Background: an optimization exercise with open tools, aiming at small area. Do not read the settings as production practice. RTL that was checked went through simulation tests only; none was proved equivalent to the original. No functional check of the RTL was part of run 4. Power figures rest on the tool's default switching activity, not on a simulated workload.

### flow/constraint.sdc
create_clock -name core_clock -period 10.0 [get_ports {clk}]
set_input_delay 2.0000 -clock core_clock [delete_from_list [all_inputs] [get_ports {clk}]]
set_output_delay 2.0000 -clock core_clock [all_outputs]
set_load 0.01 [all_outputs]
### flow/standard.sh
#!/bin/bash
# synth_recipe.tcl (not shown) runs the flow's synth.tcl, then flattens the netlist and writes it again
# the make line also repeats each setting of config.mk as NAME=value (left out here)
make -C /OpenROAD-flow-scripts/flow DESIGN_CONFIG=/design/flow/config.mk WORK_HOME=/design/flow/orfs CLKGATE_MAP_FILE= SYNTH_SCRIPT=/design/flow/synth_recipe.tcl "${@:-finish}"
### flow/flow/run.sh
#!/bin/bash
# The standard layout, with clock tree synthesis given its own sink clustering
# and buffer, and no dummy loads.
set -euo pipefail
export CTS_ARGS="-sink_clustering_enable -repair_clock_nets -dont_use_dummy_load -buf_list sky130_fd_sc_hd__clkbuf_16 -sink_clustering_size 30 -sink_clustering_max_diameter 100"
bash standard.sh > standard.log 2>&1
### flow/design.v
module node_fix
  #(parameter W = 14,
    parameter [W-1:0] TAP = 0,
    parameter [W-1:0] SZ = 0,
    parameter [W-1:0] SERP = 0,
    parameter [W-1:0] SRRP = 0,
    parameter [W-1:0] SREST = 0)
  (input  clk,
   input  reset,
   input  enb,
   input  inExt,
   output Active,
   output pt_nz,
   output pt_3);
  localparam [2:0] S_REST = 3'b000, S_RRP = 3'b010, S_ERP = 3'b001,
                   S_FIRE = 3'b011, S_ERPS = 3'b101, S_ERP1 = 3'b111;
  reg inActiveMem;
  reg [2:0] st;
  reg [W-1:0] c;
  wire activeMem = (st == S_FIRE);
  wire node_in = activeMem | inExt;
  wire rest = (st == S_REST);
  wire cz = (c == SZ);
  always @(posedge clk or posedge reset)
    if (reset) begin
      inActiveMem <= 1'b0;
      st          <= S_REST;
      c           <= SREST;
    end else if (enb) begin
      inActiveMem <= inExt;
      if (node_in) begin
        st <= rest ? S_ERPS : S_ERP1;
        c  <= SERP;
      end else if (cz) begin
        if (st[0]) begin
          st <= S_RRP;
          c  <= SRRP;
        end else if (st[1]) begin
          st <= S_REST;
          c  <= SREST;
        end else begin
          st <= S_FIRE;
          c  <= SERP;
        end
      end else begin
        if (st[0]) st <= S_ERP;
        c <= {c[W-2:0], ^(c & TAP)};
      end
    end
  assign Active = activeMem | inActiveMem;
  assign pt_nz  = st[2];
  assign pt_3   = st[1];
endmodule
module node_sa
  #(parameter [7:0] TAP = 0,
    parameter [7:0] SZ = 0,
    parameter [7:0] SERP = 0,
    parameter [7:0] SRRP = 0,
    parameter [15:0] TREST_INIT = 300)
  (input  clk,
   input  reset,
   input  enb,
   input  inExt,
   input  [15:0] Trest_def,
   output Active,
   output pt_nz,
   output pt_3);
  localparam [2:0] S_REST = 3'b000, S_RRP = 3'b010, S_ERP = 3'b001,
                   S_FIRE = 3'b011, S_ERPS = 3'b101, S_ERP1 = 3'b111;
  reg inActiveMem;
  reg [2:0] st;
  reg [15:0] r;
  reg [7:0] e;
  wire activeMem = (st == S_FIRE);
  wire node_in = activeMem | inExt;
  wire rest = (st == S_REST);
  wire rz = (r == 16'd0);
  wire ez = (e == SZ);
  always @(posedge clk or posedge reset)
    if (reset) begin
      inActiveMem <= 1'b0;
      st          <= S_REST;
      r           <= TREST_INIT;
    end else if (enb) begin
      inActiveMem <= inExt;
      if (rest) begin
        if (node_in | rz) begin
          st <= node_in ? S_ERPS : S_FIRE;
          r  <= Trest_def;
        end else begin
          r <= r - 1'b1;
        end
      end else if (node_in) begin
        st <= S_ERP1;
      end else if (ez) begin
        st <= st[0] ? S_RRP : S_REST;
      end else begin
        if (st[0]) st <= S_ERP;
      end
    end
  always @(posedge clk)
    if (enb) begin
      if (rest | node_in) e <= SERP;
      else if (ez) e <= SRRP;
      else e <= {e[6:0], ^(e & TAP)};
    end
  assign Active = activeMem | inActiveMem;
  assign pt_nz  = st[2];
  assign pt_3   = st[1];
endmodule
module path_aut
  #(parameter VARF = 0,
    parameter FW = 16,
    parameter [FW-1:0] FTAP = 0,
    parameter [FW-1:0] FZ = 0,
    parameter [FW-1:0] F1 = 0,
    parameter [FW-1:0] F3 = 0,
    parameter BW = 16,
    parameter [BW-1:0] BTAP = 0,
    parameter [BW-1:0] BZ = 0,
    parameter [BW-1:0] B1 = 0,
    parameter [BW-1:0] B3 = 0)
  (input  clk,
   input  reset,
   input  enb,
   input  in1,
   input  in2,
   input  en_nz,
   input  en_3,
   input  ex_nz,
   input  ex_3,
   input  [15:0] forw,
   output out1,
   output out2);
  reg sA, sC, sD, sR;
  reg idle, o1, o2;
  reg [FW-1:0] fcur;
  reg [BW-1:0] bcur;
  reg bdef3;
  wire sI = ~(sA | sC | sD | sR);
  wire [FW-1:0] fnew;
  wire [FW-1:0] fdef;
  generate
    if (VARF) begin : g_varf
      reg [FW-1:0] fdef_r;
      wire [FW-1:0] f1 = forw[FW-1:0];
      assign fnew = en_3 ? (f1 + {f1[FW-2:0], 1'b0}) : f1;
      always @(posedge clk)
        if (enb & en_nz) fdef_r <= fnew;
      assign fdef = fdef_r;
    end else begin : g_constf
      reg fdef3;
      assign fnew = en_3 ? F3 : F1;
      always @(posedge clk)
        if (enb & en_nz) fdef3 <= en_3;
      assign fdef = fdef3 ? F3 : F1;
    end
  endgenerate
  wire [BW-1:0] bnew = ex_3 ? B3 : B1;
  wire [BW-1:0] bdef = bdef3 ? B3 : B1;
  wire [FW-1:0] fdef_t = en_nz ? fnew : fdef;
  wire [FW-1:0] fcur_t = (en_nz & idle) ? fnew : fcur;
  wire [BW-1:0] bdef_t = ex_nz ? bnew : bdef;
  wire [BW-1:0] bcur_t = (ex_nz & idle) ? bnew : bcur;
  wire fz = (fcur_t == FZ);
  wire bz = (bcur_t == BZ);
  wire [FW-1:0] fcur_dec = VARF ? fcur_t - 1'b1 : {fcur_t[FW-2:0], ^(fcur_t & FTAP)};
  wire [BW-1:0] bcur_dec = {bcur_t[BW-2:0], ^(bcur_t & BTAP)};
  wire a_run  = sA & ~in2 & ~fz;        
  wire a_out  = sA & ~in2 & fz;         
  wire a_dbl  = sA & in2;
  wire d_ante = sD & bz;                
  wire d_conf = sD & ~bz & ~fz;
  wire d_ret  = sD & ~bz & fz;          
  wire r_out  = sR & bz & ~in1;         
  wire r_dbl  = sR & in1;
  wire r_run  = sR & ~in1 & ~bz;        
  wire i_ante = sI & in1;
  wire i_ret  = sI & ~in1 & in2;
  wire sA_n = a_run | d_ante | i_ante;
  wire sC_n = a_out | d_conf | r_out;
  wire sD_n = a_dbl | r_dbl;
  wire sR_n = d_ret | i_ret | r_run;
  wire idle_n = sC | (idle & ~a_run);
  wire o1_n = d_ante | r_out | (o1 & ~sC & ~a_run);
  wire o2_n = a_out | d_ret | (o2 & ~sC & ~r_run);
  wire [FW-1:0] fcur_n = (sD & ~bz) ? fdef_t : ((sA & ~in2) ? fcur_dec : fcur_t);
  wire [BW-1:0] bcur_n = (d_ante | d_conf | r_out) ? bdef_t : (r_run ? bcur_dec : bcur_t);
  always @(posedge clk or posedge reset)
    if (reset) begin
      sA   <= 1'b0;
      sC   <= 1'b0;
      sD   <= 1'b0;
      sR   <= 1'b0;
      idle <= 1'b1;
      o1   <= 1'b0;
      o2   <= 1'b0;
      bcur <= BZ;
    end else if (enb) begin
      sA   <= sA_n;
      sC   <= sC_n;
      sD   <= sD_n;
      sR   <= sR_n;
      idle <= idle_n;
      o1   <= o1_n;
      o2   <= o2_n;
      bcur <= bcur_n;
    end
  always @(posedge clk)
    if (enb) begin
      fcur <= fcur_n;
      if (ex_nz) bdef3 <= ex_3;
    end
  assign out1 = o1_n;
  assign out2 = o2_n;
endmodule
module PAC
  #(parameter W = 9,
    parameter [W-1:0] TAP = 0,
    parameter [W-1:0] SZ = 0,
    parameter [W-1:0] SDEF = 0)
  (input  clk,
   input  reset,
   input  enb,
   input  st_en,
   input  act,
   output PVC);
  localparam [1:0] S_COUNT = 2'd0, S_WAIT = 2'd1, S_START = 2'd2;
  reg [1:0] st;
  reg [W-1:0] count;
  reg pvc;
  reg pvc_n;
  wire cz = (count == SZ);
  always @* begin
    pvc_n = pvc;
    case (st)
      S_COUNT: pvc_n = cz;
      S_WAIT:  if (!st_en) pvc_n = 1'b0;
      default: if (!act) pvc_n = 1'b0;
    endcase
  end
  always @(posedge clk or posedge reset)
    if (reset) begin
      st    <= S_WAIT;
      pvc   <= 1'b0;
    end else if (enb) begin
      pvc <= pvc_n;
      case (st)
        S_COUNT: if (cz) st <= S_WAIT;
        S_WAIT:  if (st_en) st <= S_START;
        default: if (act) st <= S_COUNT;
      endcase
    end
  always @(posedge clk)
    if (enb) begin
      if (st == S_COUNT) count <= {count[W-2:0], ^(count & TAP)};
      else count <= SDEF;
    end
  assign PVC = pvc_n;
endmodule
`timescale 1 ns / 1 ns
module case2mod_new
  (input  clk,
   input  reset,
   input  clk_enable,
   input  AP,
   input  VP,
   input  [15:0] SArest,
   input  [15:0] AVforw,
   input  PAC_en,
   input  PVC_en,
   output ce_out,
   output NA1Out,
   output NA2Out,
   output NA3Out,
   output NA4Out,
   output NA5Out,
   output NA6Out,
   output NA7Out);
  wire enb = clk_enable;
  wire a1, a2, a3, a4, a5, a6, a7;                  
  wire n1, n2, n3, n4, n5, n6, n7;                  
  wire t1, t2, t3, t4, t5, t6, t7;                  
  wire p1o1, p1o2, p2o1, p2o2, p3o1, p3o2, p4o1, p4o2;
  wire p5o1, p5o2, p6o1, p6o2, p7o1, p7o2;
  wire pac, pvc;
  PAC #(.W(8), .TAP(8'b10111000), .SZ(8'b11111111), .SDEF(8'b10111000)) u_PAC
    (.clk(clk), .reset(reset), .enb(enb), .st_en(PAC_en), .act(a1), .PVC(pac));
  PAC #(.W(9), .TAP(9'b100010000), .SZ(9'b111111111), .SDEF(9'b111000100)) u_PVC
    (.clk(clk), .reset(reset), .enb(enb), .st_en(PVC_en), .act(a3), .PVC(pvc));
  node_sa #(.TAP(8'b10111000), .SZ(8'b00000111), .SERP(8'b01000000), .SRRP(8'b01000100),
            .TREST_INIT(16'd300)) u_NA1
    (.clk(clk), .reset(reset), .enb(enb),
     .inExt(pac | AP | p4o1 | p1o1 | p3o1), .Trest_def(SArest),
     .Active(a1), .pt_nz(n1), .pt_3(t1));
  node_fix #(.W(14), .TAP(14'b10000000010101), .SZ(14'b00110110000110),
             .SERP(14'b11110111001100), .SRRP(14'b11110110101100), .SREST(14'b11100111011100)) u_NA2
    (.clk(clk), .reset(reset), .enb(enb), .inExt(p2o1 | p1o2),
     .Active(a2), .pt_nz(n2), .pt_3(t2));
  node_fix #(.W(14), .TAP(14'b10000000010101), .SZ(14'b10100010110111),
             .SERP(14'b00001101011010), .SRRP(14'b00001010011000), .SREST(14'b00001110011000)) u_NA3
    (.clk(clk), .reset(reset), .enb(enb), .inExt(pvc | p2o2 | VP),
     .Active(a3), .pt_nz(n3), .pt_3(t3));
  node_fix #(.W(14), .TAP(14'b10000000010101), .SZ(14'b10100010110111),
             .SERP(14'b00001101011010), .SRRP(14'b00001010011000), .SREST(14'b00001110011000)) u_NA4
    (.clk(clk), .reset(reset), .enb(enb), .inExt(p5o1 | p3o2),
     .Active(a4), .pt_nz(n4), .pt_3(t4));
  node_fix #(.W(14), .TAP(14'b10000000010101), .SZ(14'b10100010110111),
             .SERP(14'b00001101011010), .SRRP(14'b00001010011000), .SREST(14'b00001110011000)) u_NA5
    (.clk(clk), .reset(reset), .enb(enb), .inExt(p7o1 | p5o2),
     .Active(a5), .pt_nz(n5), .pt_3(t5));
  node_fix #(.W(14), .TAP(14'b10000000010101), .SZ(14'b11011001111111),
             .SERP(14'b01110010001011), .SRRP(14'b11110010000011), .SREST(14'b01100010001001)) u_NA6
    (.clk(clk), .reset(reset), .enb(enb), .inExt(p6o1 | p4o2),
     .Active(a6), .pt_nz(n6), .pt_3(t6));
  node_fix #(.W(14), .TAP(14'b10000000010101), .SZ(14'b11011001111111),
             .SERP(14'b01110010001011), .SRRP(14'b11110010000011), .SREST(14'b01100010001001)) u_NA7
    (.clk(clk), .reset(reset), .enb(enb), .inExt(p6o2 | p7o2),
     .Active(a7), .pt_nz(n7), .pt_3(t7));
  path_aut #(.FW(7), .FTAP(7'b1100000), .FZ(7'b0101110), .F1(7'b1010110), .F3(7'b0010110),
             .BW(9), .BTAP(9'b100010000), .BZ(9'b000110110), .B1(9'b101111011), .B3(9'b111111011)) u_PA1
    (.clk(clk), .reset(reset), .enb(enb), .in1(a1), .in2(a2),
     .en_nz(n1), .en_3(t1), .ex_nz(n2), .ex_3(t2), .forw(16'd0),
     .out1(p1o1), .out2(p1o2));
  path_aut #(.VARF(1), .FW(16), .FZ(16'd0),
             .BW(9), .BTAP(9'b100010000), .BZ(9'b010010011), .B1(9'b111111101), .B3(9'b111111100)) u_PA2
    (.clk(clk), .reset(reset), .enb(enb), .in1(a2), .in2(a3),
     .en_nz(n2), .en_3(t2), .ex_nz(n3), .ex_3(t3), .forw(AVforw),
     .out1(p2o1), .out2(p2o2));
  path_aut #(.FW(8), .FTAP(8'b10111000), .FZ(8'b00011000), .F1(8'b10010101), .F3(8'b00010101),
             .BW(16), .BTAP(16'b1101000000001000), .BZ(16'b0000010000000101), .B1(16'b0000000000011111), .B3(16'b0000000001111111)) u_PA3
    (.clk(clk), .reset(reset), .enb(enb), .in1(a1), .in2(a4),
     .en_nz(n1), .en_3(t1), .ex_nz(n4), .ex_3(t4), .forw(16'd0),
     .out1(p3o1), .out2(p3o2));
  path_aut #(.FW(6), .FTAP(6'b110000), .FZ(6'b001101), .F1(6'b001001), .F3(6'b000001),
             .BW(6), .BTAP(6'b110000), .BZ(6'b001101), .B1(6'b001001), .B3(6'b000001)) u_PA4
    (.clk(clk), .reset(reset), .enb(enb), .in1(a1), .in2(a6),
     .en_nz(n1), .en_3(t1), .ex_nz(n6), .ex_3(t6), .forw(16'd0),
     .out1(p4o1), .out2(p4o2));
  path_aut #(.FW(6), .FTAP(6'b110000), .FZ(6'b000011), .F1(6'b011010), .F3(6'b011000),
             .BW(6), .BTAP(6'b110000), .BZ(6'b010000), .B1(6'b100110), .B3(6'b000110)) u_PA5
    (.clk(clk), .reset(reset), .enb(enb), .in1(a4), .in2(a5),
     .en_nz(n4), .en_3(t4), .ex_nz(n5), .ex_3(t5), .forw(16'd0),
     .out1(p5o1), .out2(p5o2));
  path_aut #(.FW(7), .FTAP(7'b1100000), .FZ(7'b0010001), .F1(7'b0111111), .F3(7'b0011111),
             .BW(7), .BTAP(7'b1100000), .BZ(7'b0010001), .B1(7'b0111111), .B3(7'b0011111)) u_PA6
    (.clk(clk), .reset(reset), .enb(enb), .in1(a6), .in2(a7),
     .en_nz(n6), .en_3(t6), .ex_nz(n7), .ex_3(t7), .forw(16'd0),
     .out1(p6o1), .out2(p6o2));
  path_aut #(.FW(7), .FTAP(7'b1100000), .FZ(7'b0000001), .F1(7'b1000110), .F3(7'b1000010),
             .BW(7), .BTAP(7'b1100000), .BZ(7'b0000001), .B1(7'b1000110), .B3(7'b1000010)) u_PA7
    (.clk(clk), .reset(reset), .enb(enb), .in1(a5), .in2(a7),
     .en_nz(n5), .en_3(t5), .ex_nz(n7), .ex_3(t7), .forw(16'd0),
     .out1(p7o1), .out2(p7o2));
  assign NA1Out = a1;
  assign NA2Out = a2;
  assign NA3Out = a3;
  assign NA4Out = a4;
  assign NA5Out = a5;
  assign NA6Out = a6;
  assign NA7Out = a7;
  assign ce_out = clk_enable;
endmodule
### flow/config.mk
export PLATFORM = sky130hd
export DESIGN_NAME = case2mod_new
export DESIGN_NICKNAME = case2mod_new
export VERILOG_FILES = /design/flow/design.v
export SDC_FILE = /design/flow/constraint.sdc
export NUM_CORES = 4
export LEC_CHECK = 0
export CAP_MARGIN = 20
export CORE_MARGIN = 2
export CORE_UTILIZATION = 40
export SLEW_MARGIN = 20
==> impl_metrics.yaml, run 1 <==
run_status:
  status: "no timing/DRC/antenna violations"
yosys:
  netlist_top_cells_area: "dfrtp_1 24%, edfxtp_1 17%, dfstp_2 9.1%"
  synth-edff-count: 105
  avgSynthCellArea_um2: 9.384
  seq_area_frac_synth_pct: 49.41
  syn_nets: 2073
  synth_top_area_cell: "dfrtp_1"
  synth_top_area_share_pct: 23.63
  ys.warnings.count: 13
  netlist_area_um2: 18850
  synth-async-reset-ratio_pct: 69.83
  synth_ff_type: "dfrtp_1"
  synth_cells: 2009
  synth_seq_cells: 348
  synth.distinct_cells: 80
place:
  dp_hpwl_um: 27660
  portBuffers: 46
  place_congestion: 0.8415
  dp.cells: 2577
worst_setup_path:
  cp.arrival_ns: 6.53
  slowest_delay_ns: 0.68
  critPathCaptureType: "flip-flop"
  critical_path_buf_inv_count: 2
  critPathKind: "input pin to flip-flop"
  cp_slowest_cell: "o31ai_1"
  path_cells: "clkdlybuf4s50_1 > ha_1 > inv_1 > fa_1 > nor2b_1 > o31ai_1 > mux2i_1 > or4_4 > a221o_1 > or4b_4 > nor3_1 > a211oi_1 > o32a_1"
  worstSetupStartpointType: "input pin"
  path_max_fanout: 7
  cpLargestDelayFamily: "compound AO/OA/AOI/OAI gates"
  cp.required_ns: 10.42
clock_network:
  root_buffer: "clkbuf_16"
  cts_sinks: 348
  cts_tree: "yes"
  clockBufferDepth: 3
  cts.repair.resized: 0
  cts.clk_slew.worst_paths_ns: 0.10
  clk-insertion-delay-late_ns: 0.54
  cts_setup_buffers: 0
  holdBufCountCts: 0
  h-tree-depth: 1
  numCtsBuffers: 18
power:
  leakage_nw: 7.730
  power.total_mw: 4.316
  p_per_area_nw_per_um2: 212.8
  ir_drop_mv: 0.1177
timing:
  rsz0062_at_grt: "false"
  tns_ns: 0
  fin_crit_sh_pct: 61.09
  fmax_ghz: 0.1637
  report.final.slew_viol_count: 0
  relSlewSlack_pct: 35.71
  fin_worst_skew_ns: 0.04428
  whs_ns: 0.4754
  worstMarginPinSlew_ns: 0.9643
  hold_violations: 0
  setup_violations: 0
  period_minus_slack_ns: 6.109
drt:
  drc: 0
  antenna_left: 0
  via_count: 15010
  wirelength_um: 41720
  wl_per_cell_um: 16.08
  initialDrtViolationCount: 1114
  via_per_inst: 5.785
  firstDrtPassIters: 5
layout:
  fill_cells: 4439
  final_cells: 2595
  insertedDiodeCount: 0
  regArea_um2: 9315
  postLayoutCoreUtil_pct: 43.56
  drive_gt1_share_pct: 6.590
  most-common-layout-cells: "232 x nand2_1, 223 x a21oi_1, 196 x nor2_1"
  final_common_cell: "nand2_1"
  multiInputGateArea_um2: 8885
  nets: 2054
  area_growth_pct: 7.573
grt:
  globalRouteTotalUtil_pct: 16.82
  overflow: 0
  first_global_vias: 14460
  grt_pass1_wl_um: 71640
  grt_start_max_net_pins: 208
  antenna_found_initial: 1
run:
  drv_cap: 0
floorplanning:
  die_y_um: 221.1
  die_x_um: 221.1
  ios: 47
  num_rows: 79
  dieArea_um2: 48880
  placeableCoreArea_um2: 46560
  start_util_pct: 40.49
min_path:
  hold_path_class: "flip-flop to flip-flop"
-- path summary, 6_finish.rpt --
| path | start | end | slack (ns) | cells after the start |
|---|---|---|---|---|
| setup / recovery | AVforw[0] | u_PA2.bcur[8]$_DFFE_PP0P_ | 3.89 | 13 |
| hold / removal | u_PA4.bcur[2]$_DFFE_PP1P_ | u_PA4.bcur[2]$_DFFE_PP1P_ | 0.48 | 2 |
| setup reg to reg | u_NA2.st[1]$_DFFE_PP0P_ | u_PA2.bcur[8]$_DFFE_PP0P_ | 5.68 | 10 |
| hold reg to reg | u_PA4.bcur[2]$_DFFE_PP1P_ | u_PA4.bcur[2]$_DFFE_PP1P_ | 0.48 | 2 |
| max in group asynchronous | reset | u_PA5.sA$_DFFE_PP0P_ | 6.53 | 3 |
| min in group asynchronous | reset | u_PVC.pvc$_DFFE_PP0P_ | 1.97 | 2 |
-- Yosys cell counts (36+ instances only) --
cell type and n:
and2_1 36, a22o_1 40, clkbuf_1 91, a21oi_1 223, nor2_1 196, edfxtp_1 105
inv_1 67, nand3_1 39, o21ai_0 117, dfrtp_1 178, nand2_1 232, dfstp_2 65
nor3_1 47
-- cells by family (layout without fill, tap and decap cells) --
kind of cell | after synthesis | after routing | share of synthesized area (%)
compound gates | 620 | 620 | 21.21
xor+xnor | 46 | 46 | 2.137
fa+ha+maj | 25 | 25 | 1.699
buf+inv | 170 | 149 | 3.484
flops | 348 | 348 | 49.41
mux | 47 | 47 | 2.582
simple gates | 753 | 753 | 19.48
-- state kept, by name, summed over array words and instances (netlist names), 7 cells and up --
signal               cells
u_NA1.e                  8
u_NA1.r                 16
u_NA2.c                 14
u_NA3.c                 14
u_NA4.c                 14
u_NA5.c                 14
u_NA6.c                 14
u_NA7.c                 14
u_PA1.bcur               9
u_PA1.fcur               7
u_PA2.bcur               9
u_PA2.fcur              16
u_PA2.g_varf.fdef_r     16
u_PA3.bcur              16
u_PA3.fcur               8
u_PA6.bcur               7
u_PA6.fcur               7
u_PA7.bcur               7
u_PA7.fcur               7
u_PAC.count              8
u_PVC.count              9
-- metrics by stage --
stage | worst slack, ns | area, µm²
global placement | 3.488 | 19820
detailed placement | 3.411 | 19820
CTS | 3.958 | 20270
floorplan | 1.434 | 18850
finish | 3.891 | 20280
global route | 3.569 | 20280
-- per-layer routing --
layer | vias to the layer above | share of wire (%) | global-route usage (%)
met5 | - | 0 | 0
met4 | 0 | 1.6 | 3.919
met3 | 40 | 3.2 | 1.567
met2 | 257 | 48 | 28.66
met1 | 7367 | 47 | 23.19
li1 | 7348 | - | -
-- where the power goes --
part	internal [mW]	switching, mW
Combinational	0.567	0.835
Sequential	1.86	0.281
Clock	0.325	0.450
-- tightest hold or removal path, stage by stage, from the launching register on --
cell and delay, ns:
dfstp_2 0.39, nand2_1 0.05, nand2_1 0.04
-- layout make-up --
cell class                      instances  area share [%]
Sequential cell                       348           45.93
Inverter                               68           1.302
Timing Repair Buffer                   63           2.986
Multi-Input combinational cell       1491           43.81
Tap cell                              607           3.745
Clock buffer                           18           2.221
==> run 2: changes to the inputs <==
==> flow/flow/run.sh (replaced) <==
#!/bin/bash
# The standard layout, with clock tree synthesis given its own sink clustering
# and buffer, and no dummy loads.
set -euo pipefail
export CTS_ARGS="-sink_clustering_enable -repair_clock_nets -dont_use_dummy_load -buf_list sky130_fd_sc_hd__clkbuf_8 -sink_clustering_size 16 -sink_clustering_max_diameter 80"
bash standard.sh > standard.log 2>&1
==> impl_metrics.yaml, run 2 <==
layout:
  stdcell_area_um2: 20190
  final_cells: 2603
  final_common_cell: "nand2_1"
  nets: 2062
  most-common-layout-cells: "232 x nand2_1, 223 x a21oi_1, 196 x nor2_1"
  fill_cells: 4448
  postLayoutCoreUtil_pct: 43.36
  insertedDiodeCount: 0
  area_growth_pct: 7.082
  regArea_um2: 9315
  multiInputGateArea_um2: 8885
  drive_gt1_share_pct: 6.964
timing:
  fmax_ghz: 0.1659
  period_minus_slack_ns: 6.027
  worstMarginPinSlew_ns: 0.9571
  hold_violations: 0
  fin_crit_sh_pct: 60.27
  whs_ns: 0.4746
  relSlewSlack_pct: 35.60
  report.final.slew_viol_count: 0
  tns_ns: 0
  fin_worst_skew_ns: 0.05161
  rsz0062_at_grt: "false"
  setup_violations: 0
  setup_slack_ns: 3.973
floorplanning:
  dieArea_um2: 48880
  num_rows: 79
  die_x_um: 221.1
  die_y_um: 221.1
  ios: 47
  start_util_pct: 40.49
  placeableCoreArea_um2: 46560
clock_network:
  clockBufferDepth: 3
  cts_setup_buffers: 0
  root_buffer: "clkbuf_8"
  cts.repair.resized: 0
  clk-insertion-delay-late_ns: 0.62
  cts_sinks: 348
  numCtsBuffers: 26
  h-tree-depth: 1
  holdBufCountCts: 0
  cts_tree: "yes"
  cts.clk_slew.worst_paths_ns: 0.10
yosys:
  synth_cells: 2009
  ys.warnings.count: 13
  syn_nets: 2073
  synth-edff-count: 105
  synthTopCellsByCount: "232 x nand2_1, 223 x a21oi_1, 196 x nor2_1"
  synth_top_area_cell: "dfrtp_1"
  synth.distinct_cells: 80
  avgSynthCellArea_um2: 9.384
  synth_top_area_share_pct: 23.63
  netlist_area_um2: 18850
  yosysMostFrequentCell: "nand2_1"
  netlist_top_cells_area: "dfrtp_1 24%, edfxtp_1 17%, dfstp_2 9.1%"
  synth-async-reset-ratio_pct: 69.83
  synth_ff_type: "dfrtp_1"
  synth_seq_cells: 348
  seq_area_frac_synth_pct: 49.41
grt:
  overflow: 0
  grt_use_met1_pct: 23.37
  grt_pass1_wl_um: 72220
  first_global_vias: 14520
  globalRouteTotalUtil_pct: 16.95
  antenna_found_initial: 1
  grt_start_max_net_pins: 208
  met2_usage_pct: 28.75
  top_usage_layer: "met2"
  met3_usage_pct: 1.978
run:
  drv_cap: 0
place:
  place_ws_ns: 3.411
  dpl_cell_area_um2: 19820
  dp_hpwl_um: 27660
  dp.cells: 2577
  place_congestion: 0.8415
  portBuffers: 46
power:
  p_comb_share_pct: 33.2
  p_per_area_nw_per_um2: 209.4
  pwr-share-clk_pct: 16.2
  switching_power_mw: 1.569
  ir_drop_mv: 0.1007
  power_frac_seq_pct: 50.6
  leakage_nw: 7.695
  p_sw_share_pct: 37.12
  intPower_mw: 2.658
  power.total_mw: 4.228
drt:
  via_per_inst: 5.769
  antenna_left: 0
  via_count: 15020
  firstDrtPassIters: 5
  wl_per_cell_um: 16.10
  drc: 0
  wirelength_um: 41920
  initialDrtViolationCount: 1082
worst_setup_path:
  worstSetupStartpointType: "input pin"
  cp.required_ns: 10.50
  cp.arrival_ns: 6.53
  critPathCaptureType: "flip-flop"
  path_max_fanout: 7
  critPathKind: "input pin to flip-flop"
run_status:
  status: "no timing/DRC/antenna violations"
min_path:
  hold_path_class: "flip-flop to flip-flop"
-- run 2: metal layers --
metal	part of all wire [%]	routed length, µm
met4	1.8	753
met3	3.3	1392
met5	0	0
met2	48	19990
met1	47	19780
-- run 2: path summary, 6_finish.rpt --
check | start | endpoint | slack (ns) | depth (start not counted)
max | AVforw[0] | u_PA2.bcur[8]$_DFFE_PP0P_ | 3.97 | 13
min | u_PA4.bcur[2]$_DFFE_PP1P_ | u_PA4.bcur[2]$_DFFE_PP1P_ | 0.47 | 2
max reg2reg | u_NA2.st[1]$_DFFE_PP0P_ | u_PA2.bcur[8]$_DFFE_PP0P_ | 5.68 | 10
min reg2reg | u_PA4.bcur[2]$_DFFE_PP1P_ | u_PA4.bcur[2]$_DFFE_PP1P_ | 0.47 | 2
max in group asynchronous | reset | u_NA7.st[0]$_DFFE_PP0P_ | 6.64 | 3
min in group asynchronous | reset | u_PVC.pvc$_DFFE_PP0P_ | 1.90 | 2
-- run 2: final cells by class --
type	instances	area share, %
Sequential cell	348	46.14
Tap cell	607	3.762
Multi-Input combinational cell	1491	44.01
Inverter	68	1.308
Clock buffer	26	1.773
Timing Repair Buffer	63	3.000
-- run 2: logic make-up (layout without fill, tap and decap cells) --
logic type                 after synthesis  in the layout  share of synthesized area, %
AOI/OAI and AO/OA                      620            620                         21.21
xor gates and xnor gates                46             46                         2.137
adders and majority gates               25             25                         1.699
buffers and inverters                  170            157                         3.484
DFF                                    348            348                         49.41
muxes                                   47             47                         2.582
and+or+nand+nor                        753            753                         19.48
-- run 2: power by group through the flow --
stage	Clock (mW)	Combinational [mW]	Sequential, mW
2_1_floorplan	0	1.14	2.05
3_3_place_gp	0	1.37	2.16
3_5_place_dp	0	1.40	2.16
4_1_cts	0.727	1.41	2.14
5_1_grt	0.771	1.59	2.19
6_report	0.686	1.40	2.14
-- run 2: critical path, cell delays in order --
cell and delay (ns):
clkdlybuf4s50_1 0.47, ha_1 0.26, inv_1 0.08, fa_1 0.21, nor2b_1 0.08, o31ai_1 0.68, mux2i_1 0.20, or4_4 0.52
a221o_1 0.36, or4b_4 0.58, nor3_1 0.39, a211oi_1 0.29, o32a_1 0.39
==> run 3: changes to the inputs <==
==> flow/run.sh (new file) <==
#!/bin/bash
# synth_recipe.tcl (not shown) runs the flow's synth.tcl, then flattens the netlist and writes it again
# the make line also repeats each setting of config.mk as NAME=value (left out here)
make -C /OpenROAD-flow-scripts/flow DESIGN_CONFIG=/design/flow/config.mk WORK_HOME=/design/flow/orfs CLKGATE_MAP_FILE= SYNTH_SCRIPT=/design/flow/synth_recipe.tcl finish
--- a/flow/config.mk
+++ b/flow/config.mk
@@ -8,4 +8,7 @@
 export CAP_MARGIN = 20
 export CORE_MARGIN = 2
 export CORE_UTILIZATION = 40
+export CTS_BUF_LIST = sky130_fd_sc_hd__clkbuf_8
+export CTS_CLUSTER_DIAMETER = 80
+export CTS_CLUSTER_SIZE = 16
 export SLEW_MARGIN = 20
removed: flow/flow/run.sh
removed: flow/standard.sh
==> impl_metrics.yaml, run 3 <==
grt:
  antenna_found_initial: 1
  grt_start_max_net_pins: 208
  first_global_vias: 14520
  overflow: 0
  grt_pass1_wl_um: 72330
  globalRouteTotalUtil_pct: 16.99
yosys:
  syn_nets: 2073
  synth-edff-count: 105
  synth_ff_type: "dfrtp_1"
  netlist_area_um2: 18850
  netlist_top_cells_area: "dfrtp_1 24%, edfxtp_1 17%, dfstp_2 9.1%"
  synth-async-reset-ratio_pct: 69.83
  synth_cells: 2009
  synthTopCellsByCount: "232 x nand2_1, 223 x a21oi_1, 196 x nor2_1"
  seq_area_frac_synth_pct: 49.41
  yosysMostFrequentCell: "nand2_1"
  synth_seq_cells: 348
  synth.distinct_cells: 80
  avgSynthCellArea_um2: 9.384
  synth_top_area_share_pct: 23.63
  ys.warnings.count: 13
  synth_top_area_cell: "dfrtp_1"
timing:
  hold_violations: 0
  fmax_ghz: 0.1660
  fin_worst_skew_ns: 0.03504
  tns_ns: 0
  rsz0062_at_grt: "false"
  fin_crit_sh_pct: 60.23
  whs_ns: 0.4757
  worstMarginPinSlew_ns: 0.9647
  report.final.slew_viol_count: 0
  period_minus_slack_ns: 6.023
  setup_violations: 0
  relSlewSlack_pct: 35.10
worst_setup_path:
  cp.required_ns: 10.50
  cp.arrival_ns: 6.52
  path_max_fanout: 7
  reg2reg_slack_ns: 5.68
  critPathKind: "input pin to flip-flop"
  worstSetupStartpointType: "input pin"
  startpoint: "AVforw[0]"
  rr_startpoint: "u_NA2.st[1]$_DFFE_PP0P_"
  critPathCaptureType: "flip-flop"
clock_network:
  root_buffer: "clkbuf_8"
  cts_tree: "yes"
  cts_sinks: 348
  numCtsBuffers: 26
  cts.clk_slew.worst_paths_ns: 0.10
  h-tree-depth: 1
  holdBufCountCts: 0
  clk-insertion-delay-late_ns: 0.63
  clockBufferDepth: 3
  cts_setup_buffers: 0
  cts.repair.resized: 0
place:
  place_congestion: 0.8415
  portBuffers: 46
  dp_hpwl_um: 27660
drt:
  wl_per_cell_um: 16.00
  via_per_inst: 5.730
  firstDrtPassIters: 5
  initialDrtViolationCount: 1082
  via_count: 15040
  wirelength_um: 41990
  antenna_left: 0
  drc: 0
run:
  drv_cap: 0
layout:
  multiInputGateArea_um2: 8885
  area_growth_pct: 7.792
  insertedDiodeCount: 0
  fill_cells: 4453
  postLayoutCoreUtil_pct: 43.65
  drive_gt1_share_pct: 7.139
  nets: 2062
  most-common-layout-cells: "232 x nand2_1, 223 x a21oi_1, 196 x nor2_1"
  final_common_cell: "nand2_1"
  regArea_um2: 9315
power:
  p_per_area_nw_per_um2: 212.1
  ir_drop_mv: 0.1018
  leakage_nw: 7.819
floorplanning:
  ios: 47
  die_y_um: 221.1
  die_x_um: 221.1
  start_util_pct: 40.49
  placeableCoreArea_um2: 46560
  dieArea_um2: 48880
  num_rows: 79
min_path:
  hp-start: "u_PA4.bcur[2]$_DFFE_PP1P_"
  hold_path_class: "flip-flop to flip-flop"
run_status:
  status: "no timing/DRC/antenna violations"
run 3: cell counts after synthesis:
No cell type changed its count.
run 3: where the power goes:
part           internal (mW)  switching, mW
Combinational          0.567          0.834
Clock                  0.288          0.482
Sequential              1.86          0.281
Total                   2.71           1.60
run 3: layout make-up:
class                           instances  area share [%]
Inverter                               68           1.299
Clock buffer                           28           1.896
Multi-Input combinational cell       1491           43.72
Timing Repair Buffer                   63           2.980
Sequential cell                       348           45.84
Tap cell                              607           3.737
Clock inverter                         19          0.5234
run 3: path summary, 6_finish.rpt:
kind | cells after the start | endpoint
worst max-delay path | 13 | u_PA2.bcur[8]$_DFFE_PP0P_
worst min-delay path | 2 | u_PA4.bcur[2]$_DFFE_PP1P_
worst max register to register | 10 | u_PA2.bcur[8]$_DFFE_PP0P_
worst min register to register | 2 | u_PA4.bcur[2]$_DFFE_PP1P_
max in group asynchronous | 3 | u_NA7.st[0]$_DFFE_PP0P_
min in group asynchronous | 2 | u_PVC.pvc$_DFFE_PP0P_
run 3: logic make-up (layout without fill, tap and decap cells):
logic type | count (synthesis) | in the layout | synth area share (%)
AND/OR/NAND/NOR | 753 | 753 | 19.48
AO/OA/AOI/OAI | 620 | 620 | 21.21
flip-flops | 348 | 348 | 49.41
buffers and inverters | 170 | 178 | 3.484
multiplexers | 47 | 47 | 2.582
XOR/XNOR | 46 | 46 | 2.137
adder cells (fa/ha/maj) | 25 | 25 | 1.699
run 3: through the flow:
step | cell area, µm² | std cells | power (mW) | worst slack (ns)
after detailed placement | 19820 | 2577 | 3.567 | 3.411
after floorplan | 18850 | 2009 | 3.197 | 1.434
after global routing | 20320 | 2624 | 4.638 | 3.683
final | 20320 | 2624 | 4.310 | 3.977
after CTS | 20320 | 2624 | 4.358 | 4.076
after global placement | 19820 | 2577 | 3.529 | 3.488
run 3: routing by layer:
layer / part of all wire [%] / track usage, %
met5: 0 / 0
met1: 47 / 23.46
met3: 3.1 / 1.925
met2: 48 / 28.72
met4: 1.9 / 3.789
run 3: critical path, stage by stage:
cell             delay, ns
clkdlybuf4s50_1       0.47
ha_1                  0.26
inv_1                 0.08
fa_1                  0.21
nor2b_1               0.08
o31ai_1               0.70
mux2i_1               0.20
or4_4                 0.52
a221o_1               0.36
or4b_4                0.58
nor3_1                0.38
a211oi_1              0.28
o32a_1                0.38
==> run 4: changes to the inputs <==
--- a/flow/design.v
+++ b/flow/design.v
@@ -133,11 +133,12 @@
    output out1,
    output out2);
   reg sA, sC, sD, sR;
-  reg idle, o1, o2;
+  reg nidle, o1, o2;        
   reg [FW-1:0] fcur;
   reg [BW-1:0] bcur;
   reg bdef3;
   wire sI = ~(sA | sC | sD | sR);
+  wire idle = ~nidle;
   wire [FW-1:0] fnew;
   wire [FW-1:0] fdef;
   generate
@@ -181,7 +182,7 @@
   wire sC_n = a_out | d_conf | r_out;
   wire sD_n = a_dbl | r_dbl;
   wire sR_n = d_ret | i_ret | r_run;
-  wire idle_n = sC | (idle & ~a_run);
+  wire nidle_n = ~sC & (nidle | a_run);
   wire o1_n = d_ante | r_out | (o1 & ~sC & ~a_run);
   wire o2_n = a_out | d_ret | (o2 & ~sC & ~r_run);
   wire [FW-1:0] fcur_n = (sD & ~bz) ? fdef_t : ((sA & ~in2) ? fcur_dec : fcur_t);
@@ -192,7 +193,7 @@
       sC   <= 1'b0;
       sD   <= 1'b0;
       sR   <= 1'b0;
-      idle <= 1'b1;
+      nidle <= 1'b0;
       o1   <= 1'b0;
       o2   <= 1'b0;
       bcur <= BZ;
@@ -201,7 +202,7 @@
       sC   <= sC_n;
       sD   <= sD_n;
       sR   <= sR_n;
-      idle <= idle_n;
+      nidle <= nidle_n;
       o1   <= o1_n;
       o2   <= o2_n;
       bcur <= bcur_n;
@@ -225,7 +226,7 @@
    input  st_en,
    input  act,
    output PVC);
-  localparam [1:0] S_COUNT = 2'd0, S_WAIT = 2'd1, S_START = 2'd2;
+  localparam [1:0] S_WAIT = 2'd0, S_COUNT = 2'd1, S_START = 2'd2;
   reg [1:0] st;
   reg [W-1:0] count;
   reg pvc;
==> flow/flow/run.sh (new file) <==
#!/bin/bash
# Own layout flow: the standard flow (standard.sh), with three changes:
#  1. after the standard synthesis, its combinational logic is mapped again
#     by ABC for area (flow/remap.abc); the flip-flops are kept as they are
#     (same instances, names and cells), and the new netlist is proved
#     equivalent to the standard one before it is used (else the standard
#     netlist is kept);
#  2. clock tree synthesis uses clkbuf_8 sink clusters and no dummy loads;
#  3. ports are buffered with buf_1 (every port still gets its own buffer).
# Each tool's output goes to a log file of its own in this folder.
set -euo pipefail
W=$(pwd)
K=$W/flow
R=$W/orfs/results/${FLOW_PLATFORM}/case2mod_new/base
LIB=$FLOW_HOME/platforms/${FLOW_PLATFORM}/lib/sky130_fd_sc_hd__tt_025C_1v80.lib
YOSYS=$(command -v yosys || echo "$FLOW_HOME/../tools/install/yosys/bin/yosys")

export CTS_ARGS="-sink_clustering_enable -repair_clock_nets -dont_use_dummy_load -buf_list sky130_fd_sc_hd__clkbuf_8 -sink_clustering_size 16 -sink_clustering_max_diameter 80"
export BUFFER_PORTS_ARGS="-buffer_cell sky130_fd_sc_hd__buf_1"

bash standard.sh synth > standard_synth.log 2>&1
cp "$R/1_2_yosys.v" "$W/std_netlist.v"

SEQ=$(tr '\n' ' ' < "$K/seq.txt")
DU=$(sed 's/^/-dont_use /' "$K/dont_use.txt" | tr '\n' ' ')
TOP=${FLOW_TOP}

cat > "$W/remap.ys" <<EOS
read_liberty -ignore_miss_func $LIB
blackbox $SEQ
read_verilog $W/std_netlist.v
hierarchy -check -top $TOP
flatten
opt_clean
abc -liberty $LIB -script $K/remap.abc $DU
opt_clean -purge
hilomap -singleton -hicell sky130_fd_sc_hd__conb_1 HI -locell sky130_fd_sc_hd__conb_1 LO
splitnets
opt_clean -purge
insbuf -buf sky130_fd_sc_hd__buf_4 A X
opt_clean -purge
stat -liberty $LIB
select -assert-none t:\$_*
write_verilog -noattr -nohex -nodec $W/remapped.v
EOS

# Equivalence of the two netlists: both read with the flip-flops as black
# boxes, every flip-flop instance turned into ports named after it (so the
# proof pairs flip-flops by instance name), then a SAT proof of the miter.
for x in gold gate; do
  if [[ $x == gold ]]; then f=$W/std_netlist.v; else f=$W/remapped.v; fi
  cat > "$W/eq_$x.ys" <<EOS
read_liberty -ignore_miss_func $LIB
blackbox $SEQ
read_verilog $f
hierarchy -check -top $TOP
flatten
delete t:\$scopeinfo
expose -evert -sep __ t:sky130_fd_sc_hd__*
opt_clean -purge
rename $TOP $x
write_verilog -noattr $W/eq_$x.v
EOS
done
cat > "$W/eq_miter.ys" <<EOS
read_liberty -ignore_miss_func $LIB
read_verilog $W/eq_gold.v $W/eq_gate.v
flatten
miter -equiv -flatten -make_assert gold gate miter
hierarchy -top miter
sat -verify -prove-asserts miter
EOS

use_remap=0
if timeout 1200 "$YOSYS" -s "$W/remap.ys" > "$W/remap.log" 2>&1; then
  if timeout 600 "$YOSYS" -s "$W/eq_gold.ys" > "$W/eq_gold.log" 2>&1 &&
     timeout 600 "$YOSYS" -s "$W/eq_gate.ys" > "$W/eq_gate.log" 2>&1 &&
     timeout 1200 "$YOSYS" -s "$W/eq_miter.ys" > "$W/eq_miter.log" 2>&1; then
    use_remap=1
  fi
fi
echo "use_remap=$use_remap" > "$W/remap_result.txt"
if [[ $use_remap == 1 ]]; then
  cp "$W/remapped.v" "$R/1_2_yosys.v"
  rm -f "$R/1_synth.odb" "$R/1_synth.sdc"
fi

bash standard.sh > standard.log 2>&1
==> flow/flow/dont_use.txt (new file) <==
sky130_fd_sc_hd__fill_1
sky130_fd_sc_hd__fill_2
sky130_fd_sc_hd__fill_4
sky130_fd_sc_hd__fill_8
sky130_fd_sc_hd__lpflow_bleeder_1
sky130_fd_sc_hd__lpflow_clkbufkapwr_1
sky130_fd_sc_hd__lpflow_clkbufkapwr_16
sky130_fd_sc_hd__lpflow_clkbufkapwr_2
sky130_fd_sc_hd__lpflow_clkbufkapwr_4
sky130_fd_sc_hd__lpflow_clkbufkapwr_8
sky130_fd_sc_hd__lpflow_clkinvkapwr_1
sky130_fd_sc_hd__lpflow_clkinvkapwr_16
sky130_fd_sc_hd__lpflow_clkinvkapwr_2
sky130_fd_sc_hd__lpflow_clkinvkapwr_4
sky130_fd_sc_hd__lpflow_clkinvkapwr_8
sky130_fd_sc_hd__lpflow_decapkapwr_12
sky130_fd_sc_hd__lpflow_decapkapwr_3
sky130_fd_sc_hd__lpflow_decapkapwr_4
sky130_fd_sc_hd__lpflow_decapkapwr_6
sky130_fd_sc_hd__lpflow_decapkapwr_8
sky130_fd_sc_hd__lpflow_inputiso0n_1
sky130_fd_sc_hd__lpflow_inputiso0p_1
sky130_fd_sc_hd__lpflow_inputiso1n_1
sky130_fd_sc_hd__lpflow_inputiso1p_1
sky130_fd_sc_hd__lpflow_inputisolatch_1
sky130_fd_sc_hd__lpflow_isobufsrc_1
sky130_fd_sc_hd__lpflow_isobufsrc_16
sky130_fd_sc_hd__lpflow_isobufsrc_2
sky130_fd_sc_hd__lpflow_isobufsrc_4
sky130_fd_sc_hd__lpflow_isobufsrc_8
sky130_fd_sc_hd__lpflow_isobufsrckapwr_16
sky130_fd_sc_hd__lpflow_lsbuf_lh_hl_isowell_tap_1
sky130_fd_sc_hd__lpflow_lsbuf_lh_hl_isowell_tap_2
sky130_fd_sc_hd__lpflow_lsbuf_lh_hl_isowell_tap_4
sky130_fd_sc_hd__lpflow_lsbuf_lh_isowell_4
sky130_fd_sc_hd__lpflow_lsbuf_lh_isowell_tap_1
sky130_fd_sc_hd__lpflow_lsbuf_lh_isowell_tap_2
sky130_fd_sc_hd__lpflow_lsbuf_lh_isowell_tap_4
sky130_fd_sc_hd__probe_p_8
sky130_fd_sc_hd__probec_p_8
==> flow/flow/remap.abc (new file) <==
strash
&get -n
&deepsyn -T 60
&put
dch -f
amap
topo
==> flow/flow/seq.txt (new file) <==
sky130_fd_sc_hd__dfbbn_1
sky130_fd_sc_hd__dfbbn_2
sky130_fd_sc_hd__dfbbp_1
sky130_fd_sc_hd__dfrbp_1
sky130_fd_sc_hd__dfrbp_2
sky130_fd_sc_hd__dfrtn_1
sky130_fd_sc_hd__dfrtp_1
sky130_fd_sc_hd__dfrtp_2
sky130_fd_sc_hd__dfrtp_4
sky130_fd_sc_hd__dfsbp_1
sky130_fd_sc_hd__dfsbp_2
sky130_fd_sc_hd__dfstp_1
sky130_fd_sc_hd__dfstp_2
sky130_fd_sc_hd__dfstp_4
sky130_fd_sc_hd__dfxbp_1
sky130_fd_sc_hd__dfxbp_2
sky130_fd_sc_hd__dfxtp_1
sky130_fd_sc_hd__dfxtp_2
sky130_fd_sc_hd__dfxtp_4
sky130_fd_sc_hd__dlclkp_1
sky130_fd_sc_hd__dlclkp_2
sky130_fd_sc_hd__dlclkp_4
sky130_fd_sc_hd__dlrbn_1
sky130_fd_sc_hd__dlrbn_2
sky130_fd_sc_hd__dlrbp_1
sky130_fd_sc_hd__dlrbp_2
sky130_fd_sc_hd__dlrtn_1
sky130_fd_sc_hd__dlrtn_2
sky130_fd_sc_hd__dlrtn_4
sky130_fd_sc_hd__dlrtp_1
sky130_fd_sc_hd__dlrtp_2
sky130_fd_sc_hd__dlrtp_4
sky130_fd_sc_hd__dlxbn_1
sky130_fd_sc_hd__dlxbn_2
sky130_fd_sc_hd__dlxbp_1
sky130_fd_sc_hd__dlxtn_1
sky130_fd_sc_hd__dlxtn_2
sky130_fd_sc_hd__dlxtn_4
sky130_fd_sc_hd__dlxtp_1
sky130_fd_sc_hd__edfxbp_1
sky130_fd_sc_hd__edfxtp_1
sky130_fd_sc_hd__lpflow_inputisolatch_1
sky130_fd_sc_hd__sdfbbn_1
sky130_fd_sc_hd__sdfbbn_2
sky130_fd_sc_hd__sdfbbp_1
sky130_fd_sc_hd__sdfrbp_1
sky130_fd_sc_hd__sdfrbp_2
sky130_fd_sc_hd__sdfrtn_1
sky130_fd_sc_hd__sdfrtp_1
sky130_fd_sc_hd__sdfrtp_2
sky130_fd_sc_hd__sdfrtp_4
sky130_fd_sc_hd__sdfsbp_1
sky130_fd_sc_hd__sdfsbp_2
sky130_fd_sc_hd__sdfstp_1
sky130_fd_sc_hd__sdfstp_2
sky130_fd_sc_hd__sdfstp_4
sky130_fd_sc_hd__sdfxbp_1
sky130_fd_sc_hd__sdfxbp_2
sky130_fd_sc_hd__sdfxtp_1
sky130_fd_sc_hd__sdfxtp_2
sky130_fd_sc_hd__sdfxtp_4
sky130_fd_sc_hd__sdlclkp_1
sky130_fd_sc_hd__sdlclkp_2
sky130_fd_sc_hd__sdlclkp_4
sky130_fd_sc_hd__sedfxbp_1
sky130_fd_sc_hd__sedfxbp_2
sky130_fd_sc_hd__sedfxtp_1
sky130_fd_sc_hd__sedfxtp_2
sky130_fd_sc_hd__sedfxtp_4
==> flow/standard.sh (new file) <==
#!/bin/bash
# synth_recipe.tcl (not shown) runs the flow's synth.tcl, then flattens the netlist and writes it again
# the make line also repeats each setting of config.mk as NAME=value (left out here)
make -C /OpenROAD-flow-scripts/flow DESIGN_CONFIG=/design/flow/config.mk WORK_HOME=/design/flow/orfs CLKGATE_MAP_FILE= SYNTH_SCRIPT=/design/flow/synth_recipe.tcl "${@:-finish}"
--- a/flow/config.mk
+++ b/flow/config.mk
@@ -8,7 +8,4 @@
 export CAP_MARGIN = 20
 export CORE_MARGIN = 2
 export CORE_UTILIZATION = 40
-export CTS_BUF_LIST = sky130_fd_sc_hd__clkbuf_8
-export CTS_CLUSTER_DIAMETER = 80
-export CTS_CLUSTER_SIZE = 16
 export SLEW_MARGIN = 20
removed: flow/run.sh
==> impl_metrics.yaml, run 4 <==
run_status:
  status: "no timing/DRC/antenna violations"
min_path:
  hold_depth: 1
  hold_path_end: "u_NA2.c[0]$_DFFE_PP0P_"
  hp-start: "u_NA2.c[0]$_DFFE_PP0P_"
  hold_path_class: "flip-flop to flip-flop"
layout:
  drive_gt1_share_pct: 5.172
  regArea_um2: 9304
  area_growth_pct: 7.803
  multiInputGateArea_um2: 6386
  final_common_cell: "nor2_1"
  most-common-layout-cells: "292 x nor2_1, 289 x clkinv_1, 187 x dfrtp_1"
  fill_cells: 4100
  nets: 1936
power:
  ir_drop_mv: 0.09952
  leakage_nw: 6.349
  power.total_mw: 4.218
  p_per_area_nw_per_um2: 233.0
clock_network:
  cts_setup_buffers: 0
  numCtsBuffers: 26
  cts.repair.resized: 0
  cts_sinks: 348
  clockBufferDepth: 3
  holdBufCountCts: 0
  cts.clk_slew.worst_paths_ns: 0.10
  cts_tree: "yes"
  clk-insertion-delay-late_ns: 0.62
  h-tree-depth: 1
  root_buffer: "clkbuf_8"
drt:
  wirelength_um: 36650
  initialDrtViolationCount: 864
  drc: 0
  via_per_inst: 5.509
  wl_per_cell_um: 15.05
  via_count: 13410
  firstDrtPassIters: 5
  antenna_left: 0
grt:
  grt_start_max_net_pins: 143
  globalRouteTotalUtil_pct: 16.95
  first_global_vias: 13240
  overflow: 0
  grt_pass1_wl_um: 63200
  antenna_found_initial: 1
floorplanning:
  placeableCoreArea_um2: 41670
  ios: 47
  dieArea_um2: 43630
  num_rows: 75
  start_util_pct: 40.30
  die_x_um: 208.9
  die_y_um: 208.9
yosys:
  syn_nets: 1850
  ys.warnings.count: 13
  netlist_area_um2: 16790
  avgSynthCellArea_um2: 9.271
  synth_cells: 1811
worst_setup_path:
  slowest_delay_ns: 0.41
  reg2reg_slack_ns: 4.58
  cp_slowest_cell: "nor2_1"
  path_max_fanout: 8
  cp.arrival_ns: 6.43
  critPathCaptureType: "flip-flop"
  worstSetupStartpointType: "input pin"
  startpoint: "AVforw[2]"
  rr_startpoint: "u_NA2.st[2]$_DFFE_PP0P_"
  cpMostUsedCell: "nor2_1"
  cp.required_ns: 10.50
  r2r_cells: 21
  critPathKind: "input pin to flip-flop"
  rr_endpoint: "u_NA1.r[9]$_DFFE_PP0P_"
timing:
  fin_crit_sh_pct: 59.26
  fmax_ghz: 0.1687
  tns_ns: 0
  hold_violations: 0
  report.final.slew_viol_count: 0
  period_minus_slack_ns: 5.926
  rsz0062_at_grt: "false"
  worstMarginPinSlew_ns: 0.9664
  relSlewSlack_pct: 35.33
  fin_worst_skew_ns: 0.05975
  setup_violations: 0
place:
  place_congestion: 0.8304
  dp_hpwl_um: 25480
  portBuffers: 46
run:
  drv_cap: 0
-- run 4: cell count changes in the layout (fill, tap and decap cells not counted), moves of 24 or more --
cell             change
a21oi_1            -135
a22o_1              -35
and2_1              -36
buf_1               +45
clkdlybuf4s50_1     -45
clkinv_1           +288
ha_1                -24
inv_1               -81
mux2i_1             -34
nand2_1            -100
nor2_1              +96
o21ai_0             +24
o22ai_1             +76
xnor2_1             -32
-- run 4: critical path: cells and delay by family --
kind / cells / cell delay, ns
buf+inv: 5 / 0.77
simple gates: 16 / 2.15
compound gates: 7 / 1.48
-- run 4: final cells by class --
type | instances | area share [%]
Antenna cell | 1 | 0.01383
Clock buffer | 26 | 1.977
Inverter | 291 | 6.083
Multi-Input combinational cell | 1171 | 35.28
Sequential cell | 348 | 51.40
Tap cell | 539 | 3.726
Timing Repair Buffer | 59 | 1.514
-- run 4: worst max-delay path by stage --
stage                     cells after the start  slack, ns                            end
after floorplan                               1       3.62  u_NA1.inActiveMem$_DFFE_PP0P_
after global placement                       28       3.57         u_NA2.c[0]$_DFFE_PP0P_
after detailed placement                     28       3.48         u_NA2.c[0]$_DFFE_PP0P_
after CTS                                    28       4.13         u_NA2.c[0]$_DFFE_PP0P_
after global routing                         28       3.44         u_NA2.c[0]$_DFFE_PP0P_
final                                        28       4.07         u_NA2.c[0]$_DFFE_PP0P_
-- run 4: power by group --
part           internal [mW]  switching (mW)
Sequential              1.92           0.247
Clock                  0.233           0.446
Combinational          0.487           0.881
Total                   2.64            1.57
-- run 4: metrics by stage --
| step | cells | util (%) | setup slack [ns] | hold WS (ns) | instance area (µm²) |
|---|---|---|---|---|---|
| finish | 2435 | 43.44 | 4.074 | 0.4815 | 18100 |
| global route | 2434 | 43.44 | 3.437 | 0.4995 | 18100 |
| CTS | 2434 | 43.44 | 4.131 | 0.4859 | 18100 |
| detailed placement | 2408 | 42.58 | 3.481 | 0.4692 | 17740 |
| global placement | 2408 | 42.58 | 3.570 | 0.4629 | 17740 |
| floorplan | 1811 | - | 3.618 | 0.4433 | 16790 |
-- run 4: routing by layer --
| metal | vias up | GRT usage [%] | part of all wire (%) |
|---|---|---|---|
| met5 | - | 0 | 0 |
| met4 | 0 | 4.828 | 2.2 |
| met3 | 60 | 2.465 | 4.0 |
| met2 | 221 | 27.54 | 46 |
| met1 | 6447 | 23.72 | 48 |
| li1 | 6686 | - | - |

port drivers added, routing unchanged:
In the flow no input, the clock included, has a driving cell. The finished layouts below were timed again as built, in two steps.
Step 1 (the two cells are an assumption about what drives the block):
set clk [get_ports {clk}]
set_driving_cell -lib_cell sky130_fd_sc_hd__clkbuf_16 $clk
set_driving_cell -lib_cell sky130_fd_sc_hd__buf_2 [delete_from_list [all_inputs] $clk]
Step 2 adds t to the input delays and takes it off the output delays; t is the mean of the earliest and latest rising clock arrival at the registers after step 1. Input paths then give back, and output paths get back, about the clock's delay inside the block.
Three values: ideal, step 1, step 2; two values: the first two.
run	t, ns	setup slack, ns	worst data-port slew with drivers (ns)
run 1	0.574	3.891 / 3.925 / 3.351	0.05
run 2	0.645	3.973 / 4.000 / 3.354	0.05
run 3	0.665	3.977 / 4.003 / 3.339	0.05
run 4	0.641	4.074 / 4.103 / 3.462	0.07
After both steps every run listed still meets setup and hold. The setup slack of run 3, which loses most, moves by +0.026 ns with the drivers and by -0.638 ns with both steps.
